Background: an optimization exercise with open tools, aiming at small area and a short achievable clock period. Do not read the settings as production practice.
RTL that was checked went through simulation tests only; none was proved equivalent to the original.

Setup of v6:
## bitcruncher_dp
module bitcruncher_dp(
    input         clk,
    input         rst_n,
    input  [21:0] ctrl,             
    input  [15:0] MBR_in_memory,
    output [7:0]  MAR_out_memory,
    output [15:0] MBR_out_memory,
    output [7:0]  IR_out,
    output [3:0]  ALUflags
    );
For scale: roughly 3,200 cells after synthesis, about 92 flip-flops, about 76 I/O pins, roughly 26,000 sq um of cells after synthesis.
clock: 40.0 ns
lec_check: 0
cap_margin: 20
core_margin: 2
core_utilization: 40
slew_margin: 20
standard.sh (not shown) runs the stock make flow with config.mk's settings and CLKGATE_MAP_FILE= SYNTH_SCRIPT=/design/flow/synth_recipe.tcl, a recipe that flattens the netlist after the stock synthesis.
==> flow/flow/run.sh <==
#!/bin/bash
# The standard layout, with the standard synthesis, but with timing repair
# aiming for 28 ns of setup slack instead of 0 (the clock period and the
# constraints are the design's own). Each step's output goes to its own log.
set -euo pipefail
bash standard.sh synth > synth.log 2>&1
bash standard.sh SETUP_SLACK_MARGIN=28 finish > layout.log 2>&1
Having completed the whole flow, v6 delivered a layout that passed the timing, DRC and antenna checks.
#### Input delta (v7 over v6)
==> flow/flow/run.sh <==
#!/bin/bash
# The standard layout, with the standard synthesis, but with timing repair
# aiming for 26 ns of setup slack instead of 0 (the clock period and the
# constraints are the design's own). Each step's output goes to its own log.
set -euo pipefail
bash standard.sh synth > synth.log 2>&1
bash standard.sh SETUP_SLACK_MARGIN=26 finish > layout.log 2>&1
--- outcome ---
- Number of combinational gates with multiple inputs: v7 vs v6 — no meaningful difference
- Routed length per placed instance came out lower on v7 than on v6.
- Number of cells in the finished layout apart from fillers shrinks by a few percent when moving from v6 to v7.
- v7 went all the way through synthesis, placement and routing and the layout is clean on timing, DRC and antenna.
- Changes observed in v7 relative to v6: proportion of layout cells with a drive suffix above 1 moved down, worst-case clock skew level.
- Reported for v7 and v6, sum of negative setup slack turned out identical to the last digit.
- Reported for v7 and v6, post-synth design cell area turned out identical to the last digit.
- Of v7 and v6, v7 shows the lower met3 routing resource usage after global routing, with v6 above it.
- Routed length on met1 for v7: 900 um down relative to v6
No run of this note included a check of the RTL's function; only the layout flow was run.

---

Another version of the RTL of bitcruncher_dp (not shown whole).
Size: ~2700 cells after synthesis, about 92 flip-flops, about 76 I/O pins.
export LEC_CHECK = 0
export CAP_MARGIN = 20
export CORE_MARGIN = 2
export CORE_UTILIZATION = 65
export SLEW_MARGIN = 20
create_clock -name core_clock -period 40.0 [get_ports {clk}]
run.sh (not shown) runs the stock make flow with config.mk's settings and CLKGATE_MAP_FILE= SYNTH_SCRIPT=/design/flow/synth_recipe.tcl, a recipe that flattens the netlist after the stock synthesis.
Stock flow here: none of the scripts above is used.
Change:
CORE_UTILIZATION = 40   (was 65)
=>
- sequential cell count stays the same
- cell area goes up by 1.7%

---

Another version of the RTL of bitcruncher_dp (not shown whole).
Size in the first run: roughly 2500 cells after synthesis, about 0.021 mm2 of cells after synthesis.
export LEC_CHECK = 0
export CAP_MARGIN = 20
export CORE_MARGIN = 2
export CORE_UTILIZATION = 40
export SLEW_MARGIN = 20
create_clock -name core_clock -period 40.0 [get_ports {clk}]
standard.sh (not shown) runs the stock make flow with config.mk's settings and CLKGATE_MAP_FILE= SYNTH_SCRIPT=/design/flow/synth_recipe.tcl, a recipe that flattens the netlist after the stock synthesis.
==> flow/flow/run.sh <==
#!/bin/bash
# The standard layout, with the standard synthesis, but with timing repair
# aiming for 24 ns of setup slack instead of 0 (the clock period and the
# constraints are the design's own). Each step's output goes to its own log.
set -euo pipefail
bash standard.sh synth > synth.log 2>&1
bash standard.sh SETUP_SLACK_MARGIN=24 finish > layout.log 2>&1
The baseline went through all stages and came out clean.
==> next run, changes <==
==> flow/flow/run.sh (replaced) <==
#!/bin/bash
# The standard layout with two changes in how it is made (the clock period and
# the constraints are the design's own):
#  - synthesis is the standard one, except that ABC maps for area with
#    "map -a" (a copy of ORFS's scripts folder with only abc_area.script
#    changed; registers are mapped before ABC, so they are the standard ones);
#  - timing repair aims for 26 ns of setup slack instead of 0.
# Each step's output goes to its own log.
set -euo pipefail
cp -r "$FLOW_HOME/scripts" ./scripts_abc
printf 'strash\ndch\nmap -a\ntopo\nstime -c\nbuffer -c\nupsize -c\ndnsize -c\n' > ./scripts_abc/abc_area.script
bash standard.sh SCRIPTS_DIR="$PWD/scripts_abc" synth > synth.log 2>&1
bash standard.sh SETUP_SLACK_MARGIN=26 finish > layout.log 2>&1
ABC_AREA = 1   (was not set)
The changed run finished with timing, DRC and antenna clean; sequential share of layout area goes up by 0.71 points; setup slack improves by 1.9 ns; non-clock buffer count drops by 3; flip-flop and latch count does not change; routed wire length goes down by 13%; critical path depth grows by 12; design area decreases by 7.0%; via count goes down by 9.2%; utilization went up by 1.2 points.
==> next run, changes <==
==> flow/flow/run.sh (replaced) <==
#!/bin/bash
# The standard layout, with the standard synthesis, but with timing repair
# aiming for 22 ns of setup slack instead of 0 (the clock period and the
# constraints are the design's own), then gates off the critical paths
# downsized again (power recovery). Each step's output goes to its own log.
set -euo pipefail
bash standard.sh synth > synth.log 2>&1
bash standard.sh SETUP_SLACK_MARGIN=22 RECOVER_POWER=100 finish > layout.log 2>&1
ABC_AREA = not set   (was 1)
The new run produced a layout that fails on capacitance limit, slew limit.
Via count grows by 6.0%.
Design area came out lower by 3.9%.
Wire length climbs by 10%.
Global-route usage increases by 1.2 points.
Die area rises by 9.4%.
Worst hold slack loses 0.0070 ns.
==> next run, changes <==
==> flow/flow/run.sh (replaced) <==
#!/bin/bash
# The standard layout, with the standard synthesis, but with timing repair
# aiming for 26 ns of setup slack instead of 0 (the clock period and the
# constraints are the design's own). Each step's output goes to its own log.
set -euo pipefail
bash standard.sh synth > synth.log 2>&1
bash standard.sh SETUP_SLACK_MARGIN=26 finish > layout.log 2>&1
ABC_AREA = 1   (was not set)
The changed run finished clean; wire length fell by 8.9%; sequential cell count does not change; critical path depth fell by 44; clock-buffer cell count fell by 1.

## port drivers added, routing unchanged
The results above use ideal ports. As a check the final layouts listed here were re-extracted and re-timed, cells and wires unchanged. Step 1: set_driving_cell puts a clkbuf_16 on clk and a buf_2 on each other input, an assumption about the parent block. Step 2, shift: input delay + t, output delay - t, t = (earliest + latest rising clock arrival at the registers) / 2. This alone moves slack from input paths to output paths. Slacks: ideal ports / drivers / drivers and shift; pairs: ideal ports / drivers.
run	t (ns)	slack for setup (ns)	clock arrival spread, ns	worst slew at a driven data input, ns	cell pins on the clock port's net
v6	0.403	27.640 / 27.640 / 27.640	0.013 / 0.013	0.07	1
v7	0.407	26.366 / 26.366 / 26.366	0.011 / 0.011	0.04	1
the first run of note 2	0.401	15.121 / 15.121 / 15.121	0.007 / 0.007	0.06	1
the second run of note 2	0.400	15.785 / 15.785 / 15.785	0.014 / 0.014	0.05	1
the first run of note 3	0.414	24.344 / 24.344 / 24.344	0.035 / 0.036	0.07	1
the second run of note 3	0.414	26.206 / 26.206 / 26.206	0.009 / 0.009	0.04	1
the third run of note 3	0.405	20.895 / 20.895 / 20.895	0.027 / 0.028	0.07	1
the fourth run of note 3	0.402	26.999 / 27.019 / 26.617	0.013 / 0.012	0.09	1
The setup slack of the fourth run of note 3, which loses most, moves by +0.020 ns with the drivers and by -0.382 ns with both steps.
